This design comes from an exercise in tuning for small area and a short achievable clock period on the open sky130 flow, not from production work. Where RTL was checked, it was by simulation tests only, not by an equivalence proof against the original. Power and IR drop assume default switching activity.

==> module rf_aoi222, before the edit <==
module rf_aoi222(input wire a0, input wire s0, input wire a1, input wire s1,
                 input wire a2, input wire s2, output wire y);
  assign y = ~((a0 & s0) | (a1 & s1) | (a2 & s2));
endmodule
==> module rf_aoi22, before the edit <==
module rf_aoi22(input wire a0, input wire s0, input wire a1, input wire s1, output wire y);
  assign y = ~((a0 & s0) | (a1 & s1));
endmodule
==> module rf_nand4, before the edit <==
module rf_nand4(input wire a, input wire b, input wire c, input wire d, output wire y);
  assign y = ~(a & b & c & d);
endmodule
==> module rf_or3, before the edit <==
module rf_or3(input wire a, input wire b, input wire c, output wire y);
  assign y = a | b | c;
endmodule
==> module rf_rmux, before the edit <==
module rf_rmux(input wire [31:0] d, input wire [31:0] sel, output wire y);
  wire [10:0] p;
  wire [2:0]  q;
  genvar k;
  generate
    for (k = 0; k < 10; k = k + 1) begin : g
      rf_aoi222 u(.a0(d[3*k]), .s0(sel[3*k]), .a1(d[3*k+1]), .s1(sel[3*k+1]),
                  .a2(d[3*k+2]), .s2(sel[3*k+2]), .y(p[k]));
    end
  endgenerate
  rf_aoi22 u_last(.a0(d[30]), .s0(sel[30]), .a1(d[31]), .s1(sel[31]), .y(p[10]));
  rf_nand4 u_n0(.a(p[0]), .b(p[1]), .c(p[2]), .d(p[3]), .y(q[0]));
  rf_nand4 u_n1(.a(p[4]), .b(p[5]), .c(p[6]), .d(p[7]), .y(q[1]));
  rf_nand3 u_n2(.a(p[8]), .b(p[9]), .c(p[10]), .y(q[2]));
  rf_or3   u_o (.a(q[0]), .b(q[1]), .c(q[2]), .y(y));
endmodule
Settings: LEC_CHECK=0, CAP_MARGIN=20, CORE_MARGIN=2, CORE_UTILIZATION=40, SETUP_SLACK_MARGIN=1.2, SLEW_MARGIN=20, SYNTH_HIERARCHICAL=1; clock period 3.5 ns.
run.sh (not shown) runs the stock make flow with config.mk's settings and CLKGATE_MAP_FILE= SYNTH_SCRIPT=/design/flow/synth_recipe.tcl, a recipe that flattens the netlist after the stock synthesis.
Then changed:
--- a/flow/design.v
+++ b/flow/design.v
@@ -85,37 +85,26 @@
   assign y = ~(a & b);
 endmodule
 module rf_nor2(input wire a, input wire b, output wire y);
   assign y = ~(a | b);
 endmodule
-module rf_aoi222(input wire a0, input wire s0, input wire a1, input wire s1,
-                 input wire a2, input wire s2, output wire y);
-  assign y = ~((a0 & s0) | (a1 & s1) | (a2 & s2));
-endmodule
-module rf_aoi22(input wire a0, input wire s0, input wire a1, input wire s1, output wire y);
-  assign y = ~((a0 & s0) | (a1 & s1));
-endmodule
-module rf_nand4(input wire a, input wire b, input wire c, input wire d, output wire y);
-  assign y = ~(a & b & c & d);
+module rf_rmux(input wire [31:0] d, input wire [31:0] sel, output wire y);
+  wire [15:0] p;   
+  wire [3:0]  q;   
+  wire [1:0]  r;   
+  genvar k;
+  generate
+    for (k = 0; k < 16; k = k + 1) begin : g
+      assign p[k] = ~((d[2*k] & sel[2*k]) | (d[2*k+1] & sel[2*k+1]));
+    end
+    for (k = 0; k < 4; k = k + 1) begin : h
+      assign q[k] = ~(&p[4*k +: 4]);
+    end
+    for (k = 0; k < 2; k = k + 1) begin : m
+      assign r[k] = ~(q[2*k] | q[2*k+1]);
+    end
+  endgenerate
+  assign y = ~(r[0] & r[1]);
 endmodule
 module rf_nand3(input wire a, input wire b, input wire c, output wire y);
   assign y = ~(a & b & c);
 endmodule
-module rf_or3(input wire a, input wire b, input wire c, output wire y);
-  assign y = a | b | c;
-endmodule
-module rf_rmux(input wire [31:0] d, input wire [31:0] sel, output wire y);
-  wire [10:0] p;
-  wire [2:0]  q;
-  genvar k;
-  generate
-    for (k = 0; k < 10; k = k + 1) begin : g
-      rf_aoi222 u(.a0(d[3*k]), .s0(sel[3*k]), .a1(d[3*k+1]), .s1(sel[3*k+1]),
-                  .a2(d[3*k+2]), .s2(sel[3*k+2]), .y(p[k]));
-    end
-  endgenerate
-  rf_aoi22 u_last(.a0(d[30]), .s0(sel[30]), .a1(d[31]), .s1(sel[31]), .y(p[10]));
-  rf_nand4 u_n0(.a(p[0]), .b(p[1]), .c(p[2]), .d(p[3]), .y(q[0]));
-  rf_nand4 u_n1(.a(p[4]), .b(p[5]), .c(p[6]), .d(p[7]), .y(q[1]));
-  rf_nand3 u_n2(.a(p[8]), .b(p[9]), .c(p[10]), .y(q[2]));
-  rf_or3   u_o (.a(q[0]), .b(q[1]), .c(q[2]), .y(y));
-endmodule
=> The new run produced a clean layout; synthesized cell count grows by 10%; clock-buffer cell count grows by 6; design area grows by 8.7%; via count grows by 4.7%; synthesized area grows by 3.3%; sequential share of layout area shrinks by 3.0 points; combinational power is about the same; routed wire length grows by 9.0%; worst setup slack improves by 0.13 ns.
No functional check of the RTL was part of any run of this note.

* * *

== lane 1 ==
The RTL this note starts from:
==> flow/design.v <==
module RegisterFile(input wire clk,
                    input wire [7:0] A1,
                    input wire [7:0] A2,
                    input wire [7:0] A3,
                    input wire [7:0] WriteData,
                    input wire regWriteEnable,
                    output wire [7:0] RD1,
                    output wire [7:0] RD2);
  reg  [255:0] registers;  
  wire [255:0] next;
  wire [31:0] wen, nwen, sel1, sel2;
  rf_wdec  u_wdec (.a(A3[4:0]), .we(regWriteEnable), .en(wen), .nen(nwen));
  rf_rdec  u_rdec1(.a(A1[4:0]), .sel(sel1));
  rf_rdec  u_rdec2(.a(A2[4:0]), .sel(sel2));
  genvar i, b;
  generate
    for (i = 0; i < 32; i = i + 1) begin : row
      for (b = 0; b < 8; b = b + 1) begin : bt
        rf_hold u_hold(.q(registers[i*8 + b]), .en(wen[i]), .nen(nwen[i]),
                       .wd(WriteData[b]), .d(next[i*8 + b]));
      end
    end
  endgenerate
  always @(posedge clk)
    registers <= next;
  generate
    for (b = 0; b < 8; b = b + 1) begin : rd
      wire [31:0] col;
      for (i = 0; i < 32; i = i + 1) begin : c
        assign col[i] = registers[i*8 + b];
      end
      rf_rmux u_rmux1(.d(col), .sel(sel1), .y(RD1[b]));
      rf_rmux u_rmux2(.d(col), .sel(sel2), .y(RD2[b]));
    end
  endgenerate
endmodule
module rf_hold(input wire q, input wire en, input wire nen, input wire wd, output wire d);
  assign d = (q & nen) | (wd & en);
endmodule
module rf_wdec(input wire [4:0] a, input wire we, output wire [31:0] en, output wire [31:0] nen);
  wire [4:0] an;
  wire [3:0] pl;   
  wire [7:0] ph;   
  genvar i;
  generate
    for (i = 0; i < 5; i = i + 1) begin : n
      rf_inv u(.a(a[i]), .y(an[i]));
    end
    for (i = 0; i < 4; i = i + 1) begin : l
      rf_nand3 u(.a(we), .b(i[1] ? a[1] : an[1]), .c(i[0] ? a[0] : an[0]), .y(pl[i]));
    end
    for (i = 0; i < 8; i = i + 1) begin : h
      rf_nand3 u(.a(i[2] ? a[4] : an[4]), .b(i[1] ? a[3] : an[3]), .c(i[0] ? a[2] : an[2]), .y(ph[i]));
    end
    for (i = 0; i < 32; i = i + 1) begin : d
      rf_nor2 u(.a(pl[i % 4]), .b(ph[i / 4]), .y(en[i]));
      rf_inv  v(.a(en[i]), .y(nen[i]));
    end
  endgenerate
endmodule
module rf_rdec(input wire [4:0] a, output wire [31:0] sel);
  wire [4:0] an;
  wire [3:0] pl;   
  wire [7:0] ph;   
  genvar i;
  generate
    for (i = 0; i < 5; i = i + 1) begin : n
      rf_inv u(.a(a[i]), .y(an[i]));
    end
    for (i = 0; i < 4; i = i + 1) begin : l
      rf_nand2 u(.a(i[1] ? a[1] : an[1]), .b(i[0] ? a[0] : an[0]), .y(pl[i]));
    end
    for (i = 0; i < 8; i = i + 1) begin : h
      rf_nand3 u(.a(i[2] ? a[4] : an[4]), .b(i[1] ? a[3] : an[3]), .c(i[0] ? a[2] : an[2]), .y(ph[i]));
    end
    for (i = 0; i < 32; i = i + 1) begin : d
      rf_nor2 u(.a(pl[i % 4]), .b(ph[i / 4]), .y(sel[i]));
    end
  endgenerate
endmodule
module rf_inv(input wire a, output wire y);
  assign y = ~a;
endmodule
module rf_nand2(input wire a, input wire b, output wire y);
  assign y = ~(a & b);
endmodule
module rf_nor2(input wire a, input wire b, output wire y);
  assign y = ~(a | b);
endmodule
module rf_grp8(input wire [7:0] d, input wire [7:0] sel, output wire y);
  wire [3:0] p;   
  genvar k;
  generate
    for (k = 0; k < 4; k = k + 1) begin : g
      assign p[k] = ~((d[2*k] & sel[2*k]) | (d[2*k+1] & sel[2*k+1]));
    end
  endgenerate
  assign y = ~(&p);
endmodule
module rf_rmux(input wire [31:0] d, input wire [31:0] sel, output wire y);
  wire [3:0] q;   
  wire [1:0] r;   
  genvar k;
  generate
    for (k = 0; k < 4; k = k + 1) begin : h
      rf_grp8 u(.d(d[8*k +: 8]), .sel(sel[8*k +: 8]), .y(q[k]));
    end
    for (k = 0; k < 2; k = k + 1) begin : m
      rf_nor2 u(.a(q[2*k]), .b(q[2*k+1]), .y(r[k]));
    end
  endgenerate
  rf_nand2 u_o(.a(r[0]), .b(r[1]), .y(y));
endmodule
module rf_nand3(input wire a, input wire b, input wire c, output wire y);
  assign y = ~(a & b & c);
endmodule
Settings: LEC_CHECK=0, CAP_MARGIN=20, CORE_MARGIN=2, CORE_UTILIZATION=40, GPL_TIMING_DRIVEN=0, SETUP_SLACK_MARGIN=0.8, SLEW_MARGIN=20, SYNTH_HIERARCHICAL=1; clock period 3.5 ns.
standard.sh (not shown) runs the stock make flow with config.mk's settings and CLKGATE_MAP_FILE= SYNTH_SCRIPT=/design/flow/synth_recipe.tcl, a recipe that flattens the netlist after the stock synthesis.
==> flow/flow/run.sh <==
#!/bin/bash
# Standard layout, with plain buffers (not delay cells) on the ports and a clock tree of
# small buffers without dummy loads.
set -euo pipefail
export BUFFER_PORTS_ARGS="-buffer_cell sky130_fd_sc_hd__buf_2"
export CTS_ARGS="-sink_clustering_enable -repair_clock_nets -dont_use_dummy_load -buf_list {sky130_fd_sc_hd__clkbuf_4 sky130_fd_sc_hd__clkbuf_8} -sink_clustering_size 16 -sink_clustering_max_diameter 60"
bash standard.sh > flow_standard.log 2>&1
Input changes introduced in lane 2 (baseline for comparison: lane 1):
==> flow/design.v, changed modules only <==
module RegisterFile(input wire clk,
                    input wire [7:0] A1,
                    input wire [7:0] A2,
                    input wire [7:0] A3,
                    input wire [7:0] WriteData,
                    input wire regWriteEnable,
                    output wire [7:0] RD1,
                    output wire [7:0] RD2);
  reg  [255:0] registers;  
  wire [255:0] next;
  wire [31:0] wen, nwen;
  wire [7:0]  hi1, hi2;   
  wire [3:0]  lo1, lo2;   
  rf_wdec  u_wdec (.a(A3[4:0]), .we(regWriteEnable), .en(wen), .nen(nwen));
  rf_rdec  u_rdec1(.a(A1[4:0]), .hi(hi1), .lo(lo1));
  rf_rdec  u_rdec2(.a(A2[4:0]), .hi(hi2), .lo(lo2));
  genvar i, b;
  generate
    for (i = 0; i < 32; i = i + 1) begin : row
      for (b = 0; b < 8; b = b + 1) begin : bt
        rf_hold u_hold(.q(registers[i*8 + b]), .en(wen[i]), .nen(nwen[i]),
                       .wd(WriteData[b]), .d(next[i*8 + b]));
      end
    end
  endgenerate
  always @(posedge clk)
    registers <= next;
  generate
    for (b = 0; b < 8; b = b + 1) begin : rd
      wire [31:0] col;
      for (i = 0; i < 32; i = i + 1) begin : c
        assign col[i] = registers[i*8 + b];
      end
      rf_rmux u_rmux1(.d(col), .hi(hi1), .lo(lo1), .y(RD1[b]));
      rf_rmux u_rmux2(.d(col), .hi(hi2), .lo(lo2), .y(RD2[b]));
    end
  endgenerate
endmodule
module rf_rdec(input wire [4:0] a, output wire [7:0] hi, output wire [3:0] lo);
  wire [4:0] an;
  genvar i;
  generate
    for (i = 0; i < 5; i = i + 1) begin : n
      rf_inv u(.a(a[i]), .y(an[i]));
    end
    for (i = 0; i < 4; i = i + 1) begin : l
      rf_nor2 u(.a(i[1] ? an[1] : a[1]), .b(i[0] ? an[0] : a[0]), .y(lo[i]));
    end
    for (i = 0; i < 8; i = i + 1) begin : h
      rf_nor3 u(.a(i[2] ? an[4] : a[4]), .b(i[1] ? an[3] : a[3]), .c(i[0] ? an[2] : a[2]), .y(hi[i]));
    end
  endgenerate
endmodule
module rf_grp4(input wire [3:0] d, input wire [3:0] sel, output wire y);
  wire [1:0] p;   
  assign p[0] = ~((d[0] & sel[0]) | (d[1] & sel[1]));
  assign p[1] = ~((d[2] & sel[2]) | (d[3] & sel[3]));
  assign y = ~(&p);
endmodule
module rf_rmux(input wire [31:0] d, input wire [7:0] hi, input wire [3:0] lo, output wire y);
  wire [3:0] g;
  genvar j, k;
  generate
    for (j = 0; j < 4; j = j + 1) begin : grp
      wire [7:0] dj;
      for (k = 0; k < 8; k = k + 1) begin : c
        assign dj[k] = d[4*k + j];
      end
      rf_grp8 u(.d(dj), .sel(hi), .y(g[j]));
    end
  endgenerate
  rf_grp4 u_o(.d(g), .sel(lo), .y(y));
endmodule
module rf_nor3(input wire a, input wire b, input wire c, output wire y);
  assign y = ~(a | b | c);
endmodule
- Diff lane 1 -> lane 2 | transition time at the pin with the least slew margin | decrease of 0.035 ns
- Taking lane 1 as the reference point, the setup slack of lane 2 falls by 0.031 ns.
- Cells: lane 2 has more instances than lane 1
- Cell area | lane 2 vs lane 1 | lane 2 larger
- Re non-clock buffer count: lane 2 is 125 up on lane 1.
- Summary of lane 2 over lane 1: utilization after layout has increased; total routing usage reported by global routing picked up an extra 2.9 points; clock tree cell share of total cell area fell 0.26 points.
No functional check of the RTL was part of lane 2.

==> port drivers added, routing unchanged <==
In the flow no input, the clock included, has a driving cell. The finished layouts below were timed again as built, in two steps.
Step 1 (the two cells are an assumption about what drives the block):
set clk [get_ports {clk}]
set_driving_cell -lib_cell sky130_fd_sc_hd__clkbuf_16 $clk
set_driving_cell -lib_cell sky130_fd_sc_hd__buf_2 [delete_from_list [all_inputs] $clk]
Step 2 adds t to the input delays and takes it off the output delays; t is the mean of the earliest and latest rising clock arrival at the registers after step 1. Input paths then give back, and output paths get back, about the clock's delay inside the block.
a / b / c = ideal ports / drivers / drivers and shift; a / b = the first two.
run	t (ns)	slack for setup (ns)	worst setup path at the end	slew at the worst register clock pin (ns)
the first run of note 1	0.592	0.203 / 0.139 / 0.139	input to output	0.07 / 0.07
the second run of note 1	0.591	0.330 / 0.291 / 0.291	input to output	0.07 / 0.07
lane 1	0.588	0.448 / 0.423 / 0.423	input to output	0.11 / 0.11
lane 2	0.599	0.417 / 0.351 / 0.351	input to output	0.11 / 0.11
After both steps every run listed still meets setup and hold. The setup slack of lane 2, which loses most, moves by -0.066 ns with the drivers and by -0.066 ns with both steps.
